From an optimization exercise on the open Yosys and OpenROAD flow, aimed at small area; shortcuts taken in it are not production practice.
In this exercise RTL edits were held to simulation tests only and were not proved equivalent to the original.

==> flow/design.v (excerpt) <==
module ALU_wrapper( clk, reset, ABCmd_i, LoadA_i, LoadB_i, LoadCmd_i, ACC_o, Done_o);
==> flow/config.mk <==
export PLATFORM = sky130hd
export DESIGN_NAME = ALU_wrapper
export DESIGN_NICKNAME = ALU_wrapper
export VERILOG_FILES = /design/flow/design.v
export SDC_FILE = /design/flow/constraint.sdc
export NUM_CORES = 4
export LEC_CHECK = 0
export CAP_MARGIN = 20
export CORE_MARGIN = 2
export CORE_UTILIZATION = 40
export GPL_TIMING_DRIVEN = 0
export SLEW_MARGIN = 20
==> flow/constraint.sdc <==
create_clock -name core_clock -period 6.0 [get_ports {clk}]
set_input_delay 1.2000 -clock core_clock [delete_from_list [all_inputs] [get_ports {clk}]]
set_output_delay 1.2000 -clock core_clock [all_outputs]
set_load 0.01 [all_outputs]
standard.sh (not shown) runs the stock make flow with config.mk's settings and CLKGATE_MAP_FILE= SYNTH_SCRIPT=/design/flow/synth_recipe.tcl, a recipe that flattens the netlist after the stock synthesis.
==> flow/flow/run.sh <==
#!/bin/bash
# Own layout flow: the standard ORFS flow, except that
#  - synthesis maps the design's FA/HA adder modules straight onto the
#    sky130 fa_1/ha_1 cells (flow/my_synth.tcl), and
#  - port buffers are the smallest buffer (buf_1).
# Each tool's output goes to a log file of its own in this folder.
set -euo pipefail
W=$(pwd)
F=$W/flow
# same make call as standard.sh, with our synthesis script
sed "s#SYNTH_SCRIPT=[^ ]*#SYNTH_SCRIPT=$F/my_synth.tcl#" standard.sh > my_standard.sh
grep -q "SYNTH_SCRIPT=$F/my_synth.tcl" my_standard.sh
# my_synth.tcl = synth_recipe.tcl with our own synth wrapper in place of its first line
{ echo "source $F/synth_pre.tcl"; tail -n +2 synth_recipe.tcl; } > $F/my_synth.tcl
export MY_FLOW_DIR=$F
if [[ -f $F/env.sh ]]; then source $F/env.sh; fi
bash my_standard.sh synth > synth.log 2>&1
bash my_standard.sh > layout.log 2>&1
==> flow/flow/env.sh <==
export BUFFER_PORTS_ARGS="-buffer_cell sky130_fd_sc_hd__buf_1"
export MY_NO_EXTRACT_FA=1
export MY_ABC_SCRIPT=abc3.script
export SETUP_MOVE_SEQUENCE="unbuffer,sizeup,swap"
export CTS_ARGS="-sink_clustering_enable -repair_clock_nets -dont_use_dummy_load -sink_buffer_max_cap_derate 0.3 -buf_list sky130_fd_sc_hd__clkbuf_8 -root_buf sky130_fd_sc_hd__clkbuf_8 -sink_clustering_buffer sky130_fd_sc_hd__clkbuf_8"
==> flow/flow/my_synth.tcl <==
source /design/flow/flow/synth_pre.tcl
source $::env(SCRIPTS_DIR)/synth.tcl
# left out here: clear keep_hierarchy, flatten, clean up, hide names made inside functions, write 1_2_yosys.v
Other scripts of this flow, unchanged in this note and not shown: flow/flow/abc3.script, flow/flow/adder_map.v, flow/flow/synth_pre.tcl
Rerun with:
==> flow/flow/env.sh (replaced) <==
export BUFFER_PORTS_ARGS="-buffer_cell sky130_fd_sc_hd__buf_1"
export MY_NO_EXTRACT_FA=1
export MY_ABC_SCRIPT=abc3.script
export SETUP_MOVE_SEQUENCE="unbuffer,sizeup,swap"
export CTS_ARGS="-sink_clustering_enable -repair_clock_nets -dont_use_dummy_load"
After rerunning:
- synthesized cell count is unchanged
- count of clock-buffer cells in the layout stays the same
- design area does not change
- register-to-register slack hardly moves
- final cell count stays the same
- routed wire length stays the same
- first-iteration DRC count does not change
Rerun with:
==> flow/flow/env.sh (replaced) <==
export BUFFER_PORTS_ARGS="-buffer_cell sky130_fd_sc_hd__buf_1"
export MY_NO_EXTRACT_FA=1
export MY_ABC_SCRIPT=abc3.script
export SETUP_MOVE_SEQUENCE="unbuffer,sizeup,swap"
export CTS_ARGS="-sink_clustering_enable -sink_clustering_size 30 -sink_clustering_max_diameter 300 -repair_clock_nets -dont_use_dummy_load -root_buf sky130_fd_sc_hd__clkbuf_8 -buf_list sky130_fd_sc_hd__clkbuf_8"
=> The changed run ran to the end with no violations. Routed wire length stays the same. Global-route usage does not change. Setup slack stays the same. First-iteration DRC count is unchanged.
Rerun with:
==> flow/flow/env.sh (replaced) <==
export BUFFER_PORTS_ARGS="-buffer_cell sky130_fd_sc_hd__buf_1"
export MY_NO_EXTRACT_FA=1
export MY_ABC_SCRIPT=abc3.script
export SETUP_MOVE_SEQUENCE="unbuffer,sizeup,swap"
removed: flow/flow/my_synth.tcl
The new run finished clean.
Final area increases by 0.32%.
Worst hold slack is about the same.
Cell count is about the same.
Routed wire length stays flat.

* * *

## run A
ALU_wrapper, a different RTL version from the one above (not shown whole).
For scale: roughly 370 cells after synthesis, about 22 I/O pins, ~3100 um2 of cells after synthesis.
==> flow/design.v (excerpt) <==
module ALU_wrapper( clk, reset, ABCmd_i, LoadA_i, LoadB_i, LoadCmd_i, ACC_o, Done_o);
	input clk;
	input reset;
	input LoadA_i;
	input LoadB_i;
	input LoadCmd_i;
	input [7:0] ABCmd_i;
	output [7:0] ACC_o;
	output Done_o;
	reg [7:0] rA, rB, ACC_o;
	wire [3:0] op  = ABCmd_i[3:0];
	wire       CI  = ABCmd_i[4];
	wire       shr = ABCmd_i[5];
	wire       BCD = ABCmd_i[6];
	wire       MUL = ABCmd_i[7];
	reg [2:0] state;
	wire RO      = ~state[1];
	wire LoadA   = ~state[2] &  state[1] & ~state[0];
	wire LoadB   =  state[0];
	wire LoadCmd =  state[2] &  state[1];
	assign Done_o = state[2] & ~state[1];
	wire nA = (RO & ~LoadCmd_i & ~LoadB_i & LoadA_i) | (LoadA & ~LoadB_i & ~LoadCmd_i) |
	          (LoadB & LoadA_i) | (LoadCmd & LoadA_i);
	wire nB = (RO & ~LoadCmd_i & LoadB_i) | (LoadA & LoadB_i) |
	          (LoadB & ~LoadA_i & ~LoadCmd_i) | (LoadCmd & ~LoadA_i & LoadB_i);
	wire nC = (RO & LoadCmd_i) | (LoadA & ~LoadB_i & LoadCmd_i) | (LoadB & ~LoadA_i & LoadCmd_i);
	wire nO = LoadCmd & ~LoadA_i & ~LoadB_i;
	always @(posedge clk or posedge reset)
		if (reset)
			state <= 3'b000;
		else
			state <= {nC | nO, nA | nB | nC, nB};
	always @(posedge clk or posedge reset)
		if (reset) begin
			rA <= 0;
			rB <= 0;
		end else begin
			if (LoadA) rA <= ABCmd_i;
			if (LoadB) rB <= ABCmd_i;
		end
	reg  [7:0] lg;
	wire       lg8 = shr & rA[0];
	reg  [7:0] op2;
	wire       cin = CI & ~shr & ~(op[3] & op[2]);
	always @* begin
		case (op[1:0])
		    2'b00: lg = rA | rB;
		    2'b01: lg = rA & rB;
		    2'b10: lg = rA ^ rB;
		    2'b11: lg = rA;
		endcase
		if (shr)
		    lg = {CI, rA[7:1]};
		case (op[3:2])
		    2'b00: op2 = rB;
		    2'b01: op2 = ~rB;
		    2'b10: op2 = lg;
		    2'b11: op2 = 8'd0;
		endcase
	end
	wire [7:0] s;
	wire c1, c2, c3, c5, c6, c7;
	FA u_a0(.a(lg[0]), .b(op2[0]), .c(cin), .s(s[0]), .co(c1));
	FA u_a1(.a(lg[1]), .b(op2[1]), .c(c1),  .s(s[1]), .co(c2));
	FA u_a2(.a(lg[2]), .b(op2[2]), .c(c2),  .s(s[2]), .co(c3));
	wire t3  = lg[3] ^ op2[3];
	wire g3  = lg[3] & op2[3];
	assign s[3] = t3 ^ c3;
	wire s21 = s[2] | s[1];
	wire HC0 = g3 | (BCD & t3 & s21);
	wire HC1 = g3 | t3 | (BCD & ~t3 & s21);
	wire HC  = c3 ? HC1 : HC0;
	FA u_a4(.a(lg[4]), .b(op2[4]), .c(HC),  .s(s[4]), .co(c5));
	FA u_a5(.a(lg[5]), .b(op2[5]), .c(c5),  .s(s[5]), .co(c6));
  ...
clock: 6.0 ns
lec_check: 0
cap_margin: 20
core_margin: 2
core_utilization: 45
gpl_timing_driven: 0
slew_margin: 20
==> flow/flow/abc3.script <==
strash
ifraig
dc2
dch -f
map -a
mfs2
strash
dch -f
map -a
topo
==> flow/flow/adder_map.v <==
module FA(a, b, c, s, co);
	input a, b, c;
	output s, co;
	sky130_fd_sc_hd__fa_1 _TECHMAP_REPLACE_ (.A(a), .B(b), .CIN(c), .SUM(s), .COUT(co));
endmodule

module HA(a, b, s, co);
	input a, b;
	output s, co;
	sky130_fd_sc_hd__ha_1 _TECHMAP_REPLACE_ (.A(a), .B(b), .SUM(s), .COUT(co));
endmodule
==> flow/flow/env.sh <==
export BUFFER_PORTS_ARGS="-buffer_cell sky130_fd_sc_hd__buf_1"
export MY_NO_EXTRACT_FA=1
export MY_ABC_SCRIPT=abc3.script
export SETUP_MOVE_SEQUENCE="unbuffer,sizeup,swap"
export CTS_ARGS="-sink_clustering_enable -repair_clock_nets -dont_use_dummy_load"
==> flow/flow/my_synth.tcl <==
source /design/flow/flow/synth_pre.tcl
source $::env(SCRIPTS_DIR)/synth.tcl
# left out here: clear keep_hierarchy, flatten, clean up, hide names made inside functions, write 1_2_yosys.v
==> flow/flow/synth_pre.tcl <==
# Replaces the first line of synth_recipe.tcl (which wraps synth in -nofsm -noshare).
# Before the first synth call, the FA/HA adder modules of the design are mapped
# straight onto the platform's full/half adder cells, and ABC is given an
# area-oriented script.
proc synth {args} {
  if { ![info exists ::my_adders_mapped] } {
    set ::my_adders_mapped 1
    yosys proc
    yosys techmap -map $::env(MY_FLOW_DIR)/adder_map.v
    if { [info exists ::env(MY_NO_EXTRACT_FA)] } {
      unset ::env(ADDER_MAP_FILE)
    }
    if { [info exists ::env(MY_ABC_SCRIPT)] } {
      set i [lsearch -exact $::abc_args -script]
      lset ::abc_args [expr {$i + 1}] $::env(MY_FLOW_DIR)/$::env(MY_ABC_SCRIPT)
    }
  }
  yosys synth -nofsm -noshare {*}$args
}
Scripts as last shown in full above: flow/flow/run.sh
Input changes introduced in run B (baseline for comparison: run A):
Settings: CORE_UTILIZATION: 45 -> 40.
Findings:
Layout overhead on the synthesized area (run B over run A): increase, 0.44 points
Global placer's final weighted congestion (run B vs. run A) increases by a few percent
Diff run A -> run B | met2 wire length | up by a little under 10%
On worst setup slack before clock tree synthesis: run B sits above run A.
On final non-filler cell area, the higher figure sits with run B, not run A.
No stage failed in run B, and the final checks on the layout all came back clean.
#### Input delta (run C over run B)
Settings: CORE_UTILIZATION changed from 40 to 35.
Looking at the reports, run C completed the entire flow and the layout it produced met the timing, design-rule and antenna checks.
Measured against each other, run B and run C differ in starting utilization of the core area, the higher figure coming from run B.
Run B → run C: first-iteration detailed-routing DRC count climbed 45%; die area climbed about 14%.
diff inputs: run C => run D
Settings: CORE_UTILIZATION changed from 35 to 40.
==> flow/flow/env.sh <==
export BUFFER_PORTS_ARGS="-buffer_cell sky130_fd_sc_hd__buf_1"
export MY_NO_EXTRACT_FA=1
export MY_ABC_SCRIPT=abc3.script
export SETUP_MOVE_SEQUENCE="sizeup,swap"
export CTS_ARGS="-sink_clustering_enable -repair_clock_nets -dont_use_dummy_load"
Notes after the runs:
Run D: full flow OK, the timing, design-rule and antenna checks passed
Compared with run C, run D shows a lower cell area.
Run D vs. run C: endpoint required time on the critical path held.
## Diff of input files: run E against run D
==> flow/flow/env.sh <==
export BUFFER_PORTS_ARGS="-buffer_cell sky130_fd_sc_hd__buf_1"
export MY_NO_EXTRACT_FA=1
export MY_ABC_SCRIPT=abc3.script
export SETUP_MOVE_SEQUENCE="unbuffer,sizeup,swap"
export CTS_ARGS="-sink_clustering_enable -repair_clock_nets -dont_use_dummy_load"
removed: flow/flow/my_synth.tcl
==> comparison <==
Diff run D -> run E: routed metal-1 wire length now sits at about the same level; count of buffers added by post-CTS timing repair for setup now sits at about the same level; number of synthesized flops with an enable pin now sits at about the same level.
Run E completed end to end with timing, DRC and antenna clean.
From run D to run E, design area did not move at all.
Reported for run D and run E, number of global-route vias before repair turned out identical to the last digit.
Run D and run E ended up with nearly the same worst hold slack.
As far as total of fill cells in the finished design goes, run E and run D are indistinguishable; the numbers are identical.

* * *

ALU_wrapper, a different RTL version from the one above (not shown whole).
Size: roughly 390 cells after synthesis, ~28 flip-flops, about 22 I/O pins, ~3200 um^2 of cells after synthesis.
==> flow/config.mk <==
export PLATFORM = sky130hd
export DESIGN_NAME = ALU_wrapper
export DESIGN_NICKNAME = ALU_wrapper
export VERILOG_FILES = /design/flow/design.v
export SDC_FILE = /design/flow/constraint.sdc
export NUM_CORES = 4
export LEC_CHECK = 0
export CAP_MARGIN = 0
export CORE_MARGIN = 2
export CORE_UTILIZATION = 40
export GPL_TIMING_DRIVEN = 0
export SLEW_MARGIN = 0
==> flow/constraint.sdc <==
create_clock -name core_clock -period 6.0 [get_ports {clk}]
set_input_delay 1.2000 -clock core_clock [delete_from_list [all_inputs] [get_ports {clk}]]
set_output_delay 1.2000 -clock core_clock [all_outputs]
set_load 0.01 [all_outputs]
==> flow/flow/env.sh <==
export BUFFER_PORTS_ARGS="-buffer_cell sky130_fd_sc_hd__buf_1"
export MY_NO_EXTRACT_FA=1
export MY_ABC_SCRIPT=abc3.script
==> flow/flow/my_synth.tcl <==
source /design/flow/flow/synth_pre.tcl
source $::env(SCRIPTS_DIR)/synth.tcl
# left out here: clear keep_hierarchy, flatten, clean up, hide names made inside functions, write 1_2_yosys.v
Scripts as last shown in full above: flow/flow/run.sh, flow/flow/abc3.script, flow/flow/adder_map.v, flow/flow/synth_pre.tcl
==> next run, changes <==
--- a/flow/config.mk
+++ b/flow/config.mk
@@ -6,7 +6,7 @@
 export NUM_CORES = 4
 export LEC_CHECK = 0
-export CAP_MARGIN = 0
+export CAP_MARGIN = 20
 export CORE_MARGIN = 2
-export CORE_UTILIZATION = 40
+export CORE_UTILIZATION = 55
 export GPL_TIMING_DRIVEN = 0
-export SLEW_MARGIN = 0
+export SLEW_MARGIN = 20
Result: Register-to-register slack improved by 0.05 ns; clock-buffer cell count does not change.
==> next run, changes <==
==> flow/flow/abc10.script (new file) <==
&get -n
&st
&dch -f
&nf -R 1000
&put
topo
==> flow/flow/env.sh (replaced) <==
export BUFFER_PORTS_ARGS="-buffer_cell sky130_fd_sc_hd__buf_1"
export MY_NO_EXTRACT_FA=1
export MY_ABC_SCRIPT=abc10.script
--- a/flow/config.mk
+++ b/flow/config.mk
@@ -8,5 +8,5 @@
 export CAP_MARGIN = 20
 export CORE_MARGIN = 2
-export CORE_UTILIZATION = 55
+export CORE_UTILIZATION = 40
 export GPL_TIMING_DRIVEN = 0
 export SLEW_MARGIN = 20
removed: flow/flow/abc3.script
What happened: The new run produced a clean layout; global-route usage decreases by 9.2 points; design area rose by 1.1%; hold slack gains 0.0041 ns; die area came out higher by about 37%; area after synthesis is higher by 0.94%; maximum frequency drops by about 3%.
==> next run, changes <==
==> flow/flow/abc3.script (new file) <==
strash
ifraig
dc2
dch -f
map -a
mfs2
strash
dch -f
map -a
topo
==> flow/flow/env.sh (replaced) <==
export BUFFER_PORTS_ARGS="-buffer_cell sky130_fd_sc_hd__buf_1"
export MY_NO_EXTRACT_FA=1
export MY_ABC_SCRIPT=abc3.script
export SETUP_MOVE_SEQUENCE="unbuffer,sizeup,swap"
removed: flow/flow/abc10.script
removed: flow/flow/my_synth.tcl
The changed run finished clean.
Non-clock buffer count went down by 8.
Routed wire length grows by a few percent.
Fmax went up slightly.
Die area goes down slightly.
Via count climbs by a few percent.
Cell area goes down by a few percent.
Clock-buffer cell count grows by 1.

* * *

Starting RTL as in the previous note.
==> flow/config.mk <==
export PLATFORM = sky130hd
export DESIGN_NAME = ALU_wrapper
export DESIGN_NICKNAME = ALU_wrapper
export VERILOG_FILES = /design/flow/design.v
export SDC_FILE = /design/flow/constraint.sdc
export NUM_CORES = 4
export LEC_CHECK = 0
export CAP_MARGIN = 20
export CORE_MARGIN = 2
export CORE_UTILIZATION = 40
export GPL_TIMING_DRIVEN = 0
export SLEW_MARGIN = 20
==> flow/constraint.sdc <==
create_clock -name core_clock -period 6.0 [get_ports {clk}]
set_input_delay 1.2000 -clock core_clock [delete_from_list [all_inputs] [get_ports {clk}]]
set_output_delay 1.2000 -clock core_clock [all_outputs]
set_load 0.01 [all_outputs]
==> flow/flow/abc3.script <==
strash
ifraig
dc2
dch -f
map -a
mfs2
strash
dch -f
map -a
topo
==> flow/flow/env.sh <==
export BUFFER_PORTS_ARGS="-buffer_cell sky130_fd_sc_hd__buf_1"
export MY_NO_EXTRACT_FA=1
export MY_ABC_SCRIPT=abc3.script
==> flow/flow/my_synth.tcl <==
source /design/flow/flow/synth_pre.tcl
source $::env(SCRIPTS_DIR)/synth.tcl
# left out here: clear keep_hierarchy, flatten, clean up, hide names made inside functions, write 1_2_yosys.v
Scripts as last shown in full above: flow/flow/run.sh, flow/flow/adder_map.v, flow/flow/synth_pre.tcl
==> next run, changes <==
==> flow/flow/env.sh (replaced) <==
export BUFFER_PORTS_ARGS="-buffer_cell sky130_fd_sc_hd__buf_1"
export MY_NO_EXTRACT_FA=1
export MY_ABC_SCRIPT=abc3.script
export SETUP_MOVE_SEQUENCE="unbuffer,sizeup,swap"
Outcome: The changed run completed with no timing, DRC or antenna violations; setup slack degrades by 0.015 ns; non-clock buffer count goes down by 2; cell count goes down by about 0.4%; clock skew goes down by 0.0044 ns; critical path depth is unchanged; synthesized cell count stays the same.
==> next run, changes <==
==> flow/flow/env.sh (replaced) <==
export BUFFER_PORTS_ARGS="-buffer_cell sky130_fd_sc_hd__buf_1"
export MY_NO_EXTRACT_FA=1
export MY_ABC_SCRIPT=abc3.script
export RECOVER_POWER=100
Outcome: The changed run finished with timing, DRC and antenna clean; final cell count rises by 0.39%; synthesized area is unchanged; wire length rose by about 0.7%; global-route usage stays the same; clock skew came out higher by 0.0078 ns; setup slack is better by 0.0096 ns; maximum frequency barely changes; via count climbs by about 0.66%.
==> next run, changes <==
==> flow/flow/env.sh (replaced) <==
export BUFFER_PORTS_ARGS="-buffer_cell sky130_fd_sc_hd__buf_1"
export MY_NO_EXTRACT_FA=1
export MY_ABC_SCRIPT=abc3.script
removed: flow/flow/my_synth.tcl
=> Routed wire length goes down slightly; area after synthesis does not change; clock-buffer cell count stays the same; final cell count does not change; critical path depth does not change; die area does not change; first-iteration DRC count goes down by a few percent; final area does not change; core utilization stays the same; non-clock buffer count stays the same.
==> next run, changes <==
==> flow/flow/my_synth.tcl (new file) <==
source /design/flow/flow/synth_pre.tcl
source $::env(SCRIPTS_DIR)/synth.tcl
# left out here: clear keep_hierarchy, flatten, clean up, hide names made inside functions, write 1_2_yosys.v
GPL_TIMING_DRIVEN = unset   (was 0)
After rerunning:
- The new run produced a clean layout
- wire length went up by 8.7%
- synthesized area does not change
- via count went up by 5.7%
- worst setup slack improves by 0.11 ns
- utilization went up by 2.3 points
- flip-flop and latch count is unchanged
- global-route usage went up by 1.6 points
- design area went up by 5.1%
- non-clock buffer count went up by 30
- first-iteration DRC count went up by 37%
- final cell count went up by 5.8%

==> static timing again, ports no longer ideal <==
Ports are ideal in the flow. The routed layouts listed here were re-timed in OpenROAD.
Step 1 sets driving cells, clkbuf_16 on the clock port and buf_2 on the other inputs (assumed; they add their load-dependent delay and slew).
Step 2 also shifts input and output timing later by t, the mid clock arrival at the registers, as if the neighbouring blocks saw the same clock.
Three values: ideal, step 1, step 2; two values: the first two.
run	shift t [ns]	setup slack, ns	worst slew at a driven data input, ns
the first run of note 1	0.306	0.211 / 0.211 / -0.051	0.03
the second run of note 1	0.306	0.211 / 0.211 / -0.051	0.03
the third run of note 1	0.306	0.211 / 0.211 / -0.051	0.03
the fourth run of note 1	0.309	0.212 / 0.212 / -0.067	0.03
run A	0.302	0.306 / 0.316 / 0.014	0.03
run B	0.300	0.264 / 0.264 / -0.036	0.03
run C	0.300	0.306 / 0.311 / 0.011	0.03
run D	0.300	0.264 / 0.264 / -0.036	0.03
run E	0.300	0.264 / 0.264 / -0.036	0.03
the first run of note 3	0.317	0.218 / 0.218 / -0.059	0.04
the second run of note 3	0.312	0.270 / 0.270 / -0.028	0.03
the third run of note 3	0.310	0.102 / 0.086 / -0.225	0.06
the fourth run of note 3	0.316	0.203 / 0.203 / -0.086	0.04
the first run of note 4	0.317	0.218 / 0.218 / -0.059	0.04
the second run of note 4	0.316	0.203 / 0.203 / -0.086	0.04
the third run of note 4	0.318	0.213 / 0.213 / -0.056	0.04
the fourth run of note 4	0.317	0.218 / 0.218 / -0.059	0.04
the fifth run of note 4	0.299	0.326 / 0.326 / 0.096	0.03
Met with ideal ports but missed after step 2: setup timing in 15 of these runs. The setup slack of the third run of note 3, which loses most, moves by -0.016 ns with the drivers and by -0.327 ns with both steps.
